From an optimization exercise on the open Yosys and OpenROAD flow, aimed at small area and a short achievable clock period; shortcuts taken in it are not production practice.
Where RTL was checked, it was by simulation tests only, not by an equivalence proof against the original.

== the reference run ==
Design Circuit4, start of the top module:
module Circuit4(Rst, clk, a, b, c, z, x);
  parameter KLT = 0;    
  parameter KSUM = 0;   
  input clk, Rst;
  input [63:0] a, b, c;
  output reg [31:0] z, x;
  wire [63:0] gab = a & b, pab = a ^ b;
  wire [63:0] gac = a & c, pac = a ^ c;
  wire [63:0] gbc = ~b & c, pbc = ~(b ^ c);    
  wire [31:0] gf = a[31:0] & ~b[31:0];         
  wire [31:0] pf = ~pab[31:0];
  wire [32:0] cab, cac;
  wire [31:0] cf;
  Prefix #(.W(33), .KIND(KSUM)) u_ab (.P(pab[32:0]), .G(gab[32:0]), .CO(cab));
  Prefix #(.W(33), .KIND(KSUM)) u_ac (.P(pac[32:0]), .G(gac[32:0]), .CO(cac));
  Prefix #(.W(32), .KIND(KSUM)) u_f (.P(pf), .G({gf[31:1], gf[0] | pf[0]}), .CO(cf));
  wire [63:0] lab, lac, lbc;
  Prefix #(.W(64), .KIND(KLT)) l_ab (.P(a | b), .G(gab), .CO(lab));
  Prefix #(.W(64), .KIND(KLT)) l_ac (.P(a | c), .G(gac), .CO(lac));
  Prefix #(.W(64), .KIND(KLT)) l_bc (.P(~b | c), .G(gbc), .CO(lbc));
  wire [32:0] d = pab[32:0] ^ {cab[31:0], 1'b0};
  wire [32:0] e = pac[32:0] ^ {cac[31:0], 1'b0};
  wire dEQe = &pbc;
  wire dLTe = lab[63] ^ lac[63] ^ lbc[63];
  ...
==> module Circuit4, before the edit <==
module Circuit4(Rst, clk, a, b, c, z, x);
  parameter KLT = 0;    
  parameter KSUM = 0;   
  input clk, Rst;
  input [63:0] a, b, c;
  output reg [31:0] z, x;
  wire [63:0] gab = a & b, pab = a ^ b;
  wire [63:0] gac = a & c, pac = a ^ c;
  wire [63:0] gbc = ~b & c, pbc = ~(b ^ c);    
  wire [31:0] gf = a[31:0] & ~b[31:0];         
  wire [31:0] pf = ~pab[31:0];
  wire [32:0] cab, cac;
  wire [31:0] cf;
  Prefix #(.W(33), .KIND(KSUM)) u_ab (.P(pab[32:0]), .G(gab[32:0]), .CO(cab));
  Prefix #(.W(33), .KIND(KSUM)) u_ac (.P(pac[32:0]), .G(gac[32:0]), .CO(cac));
  Prefix #(.W(32), .KIND(KSUM)) u_f (.P(pf), .G({gf[31:1], gf[0] | pf[0]}), .CO(cf));
  wire [63:0] lab, lac, lbc;
  Prefix #(.W(64), .KIND(KLT)) l_ab (.P(a | b), .G(gab), .CO(lab));
  Prefix #(.W(64), .KIND(KLT)) l_ac (.P(a | c), .G(gac), .CO(lac));
  Prefix #(.W(64), .KIND(KLT)) l_bc (.P(~b | c), .G(gbc), .CO(lbc));
  wire [32:0] d = pab[32:0] ^ {cab[31:0], 1'b0};
  wire [32:0] e = pac[32:0] ^ {cac[31:0], 1'b0};
  wire dEQe = &pbc;
  wire dLTe = lab[63] ^ lac[63] ^ lbc[63];
  wire [32:0] g = dLTe ? d : e;
  wire [31:0] h = pab[31:0] ^ (dEQe ? {cab[30:0], 1'b0} : ~{cf[30:0], 1'b1});
  reg [32:0] greg;
  reg [31:0] hreg;
  reg rstd;
  wire run = ~(Rst | rstd);
  wire xsh = run & dLTe, xkeep = run & ~dLTe;
  wire zsh = run & dEQe, zkeep = run & ~dEQe;
  always @(posedge clk) begin
    greg <= g;
    hreg <= h;
    rstd <= Rst;
    x <= ({32{xsh}} & {hreg[30:0], 1'b0}) | ({32{xkeep}} & hreg);
    z <= ({32{zsh}} & greg[32:1]) | ({32{zkeep}} & greg[31:0]);
  end
endmodule
==> flow/config.mk <==
export PLATFORM = sky130hd
export DESIGN_NAME = Circuit4
export DESIGN_NICKNAME = Circuit4
export VERILOG_FILES = /design/flow/design.v
export SDC_FILE = /design/flow/constraint.sdc
export NUM_CORES = 4
export LEC_CHECK = 0
export CAP_MARGIN = 20
export CORE_MARGIN = 2
export CORE_UTILIZATION = 40
export SETUP_SLACK_MARGIN = 3.7
export SLEW_MARGIN = 20
export TNS_END_PERCENT = 0
==> flow/constraint.sdc <==
create_clock -name core_clock -period 7.0 [get_ports {clk}]
set_input_delay 1.4000 -clock core_clock [delete_from_list [all_inputs] [get_ports {clk}]]
set_output_delay 1.4000 -clock core_clock [all_outputs]
set_load 0.01 [all_outputs]
standard.sh (not shown) runs the stock make flow with config.mk's settings and CLKGATE_MAP_FILE= SYNTH_SCRIPT=/design/flow/synth_recipe.tcl, a recipe that flattens the netlist after the stock synthesis.
==> flow/flow/run.sh <==
#!/bin/bash
# The standard ORFS layout (standard.sh), with:
#  - synthesis by flow/synth.tcl: the standard script with abc run on
#    flow/abc.script and no full/half-adder extraction;
#  - port buffers of sky130_fd_sc_hd__buf_1 (every input and output port
#    still gets its own buffer);
#  - clock tree synthesis without dummy loads.
# Each tool's full output is in orfs/logs/...; make's own output in make.log.
set -euo pipefail
here=$(pwd)
export MY_ABC_SCRIPT=$here/flow/abc.script
export MY_ABC_D=3000
export BUFFER_PORTS_ARGS="-buffer_cell sky130_fd_sc_hd__buf_1"
export CTS_ARGS="-sink_clustering_enable -repair_clock_nets -dont_use_dummy_load -sink_clustering_size 30 -sink_clustering_max_diameter 120 -buf_list {sky130_fd_sc_hd__clkbuf_4 sky130_fd_sc_hd__clkbuf_8}"
bash standard.sh SYNTH_SCRIPT=$here/flow/synth.tcl finish > make.log 2>&1
==> flow/flow/abc.script <==
strash
balance
rewrite
refactor
balance
rewrite -z
refactor -z
balance
dch -f
map -D 1000
topo
buffer -c
stime -c
upsize -c -D 1000
dnsize -c -D 1000
==> flow/flow/synth.tcl <==
# The standard synthesis script (synth_recipe.tcl), with two changes made
# by overriding Yosys commands before ORFS's synth.tcl runs:
#  - abc uses the mapping script flow/abc.script (the ORFS call and its
#    liberty, dont_use and constraint arguments are otherwise unchanged);
#  - extract_fa is skipped, so adders stay as plain gates for abc to map.
# Registers, their names and cell types are the same as the standard flow's.
proc synth {args} { yosys synth -nofsm -noshare {*}$args }
proc abc {args} {
  set i [lsearch -exact $args -script]
  lset args [expr {$i + 1}] $::env(MY_ABC_SCRIPT)
  set j [lsearch -exact $args -D]
  if { $j >= 0 } {
    lset args [expr {$j + 1}] $::env(MY_ABC_D)
  } else {
    lappend args -D $::env(MY_ABC_D)
  }
  yosys abc {*}$args
}
proc extract_fa {args} { puts "extract_fa skipped" }
source $::env(SCRIPTS_DIR)/synth.tcl
# left out here: clear keep_hierarchy, flatten, clean up, hide names made inside functions, write 1_2_yosys.v
#### Input delta (the trial run over the reference run)
--- a/flow/design.v
+++ b/flow/design.v
@@ -71,8 +71,9 @@
   wire [32:0] d = pab[32:0] ^ {cab[31:0], 1'b0};
   wire [32:0] e = pac[32:0] ^ {cac[31:0], 1'b0};
+  wire [31:0] f = pf ^ {cf[30:0], 1'b1};
   wire dEQe = &pbc;
   wire dLTe = lab[63] ^ lac[63] ^ lbc[63];
   wire [32:0] g = dLTe ? d : e;
-  wire [31:0] h = pab[31:0] ^ (dEQe ? {cab[30:0], 1'b0} : ~{cf[30:0], 1'b1});
+  wire [31:0] h = dEQe ? d[31:0] : f;
   reg [32:0] greg;
   reg [31:0] hreg;
### Flow results
Lower worst slew margin relative to its limit was reported by the trial run, not the reference run. Measured against each other, the reference run and the trial run differ in total buffers and inverters traversed by the critical path, the lower figure coming from the trial run. The trial run: die area is about 0.7% lower than what the reference run reported. First-pass GRT wire length shrinks by a few percent when moving from the reference run to the trial run. | number of cells on the critical path | the trial run vs the reference run | 1 lower |. Count of fill cells added during filler insertion essentially unchanged between the reference run and the trial run. Compared to the reference run, the trial run has gate count after technology mapping about 1.2% lower. Compared with the reference run, in the trial run overall routed net length has decreased, final critical path time including I/O delays and setup has increased. Any difference in mux cell area share after synthesis between the reference run and the trial run is small enough to ignore. Global-route usage ends up higher on the reference run.
Only the layout flow was run in the trial run; the RTL was not checked for function there.

==> what the ideal ports hide <==
The results above use ideal ports. As a check the final layouts listed here were re-extracted and re-timed, cells and wires unchanged. Step 1 sets driving cells, clkbuf_16 on the clock port and buf_2 on the other inputs (assumed; they add their load-dependent delay and slew). Step 2, shift: input delay + t, output delay - t, t = (earliest + latest rising clock arrival at the registers) / 2. This alone moves slack from input paths to output paths. a / b / c = ideal / step 1 / step 2; a / b = the first two.
run | t (ns) | setup slack, ns | clock arrival spread, ns | worst slew at a driven data input, ns | cell pins on the clock port's net
the reference run | 0.441 | 3.669 / 3.668 / 3.227 | 0.036 / 0.036 | 0.08 | 1
the trial run | 0.441 | 3.633 / 3.627 / 3.186 | 0.032 / 0.031 | 0.10 | 1
After both steps setup and hold are still met in every run listed. For the trial run, which loses most, drivers alone change the setup slack by -0.006 ns; drivers and shift together by -0.447 ns.
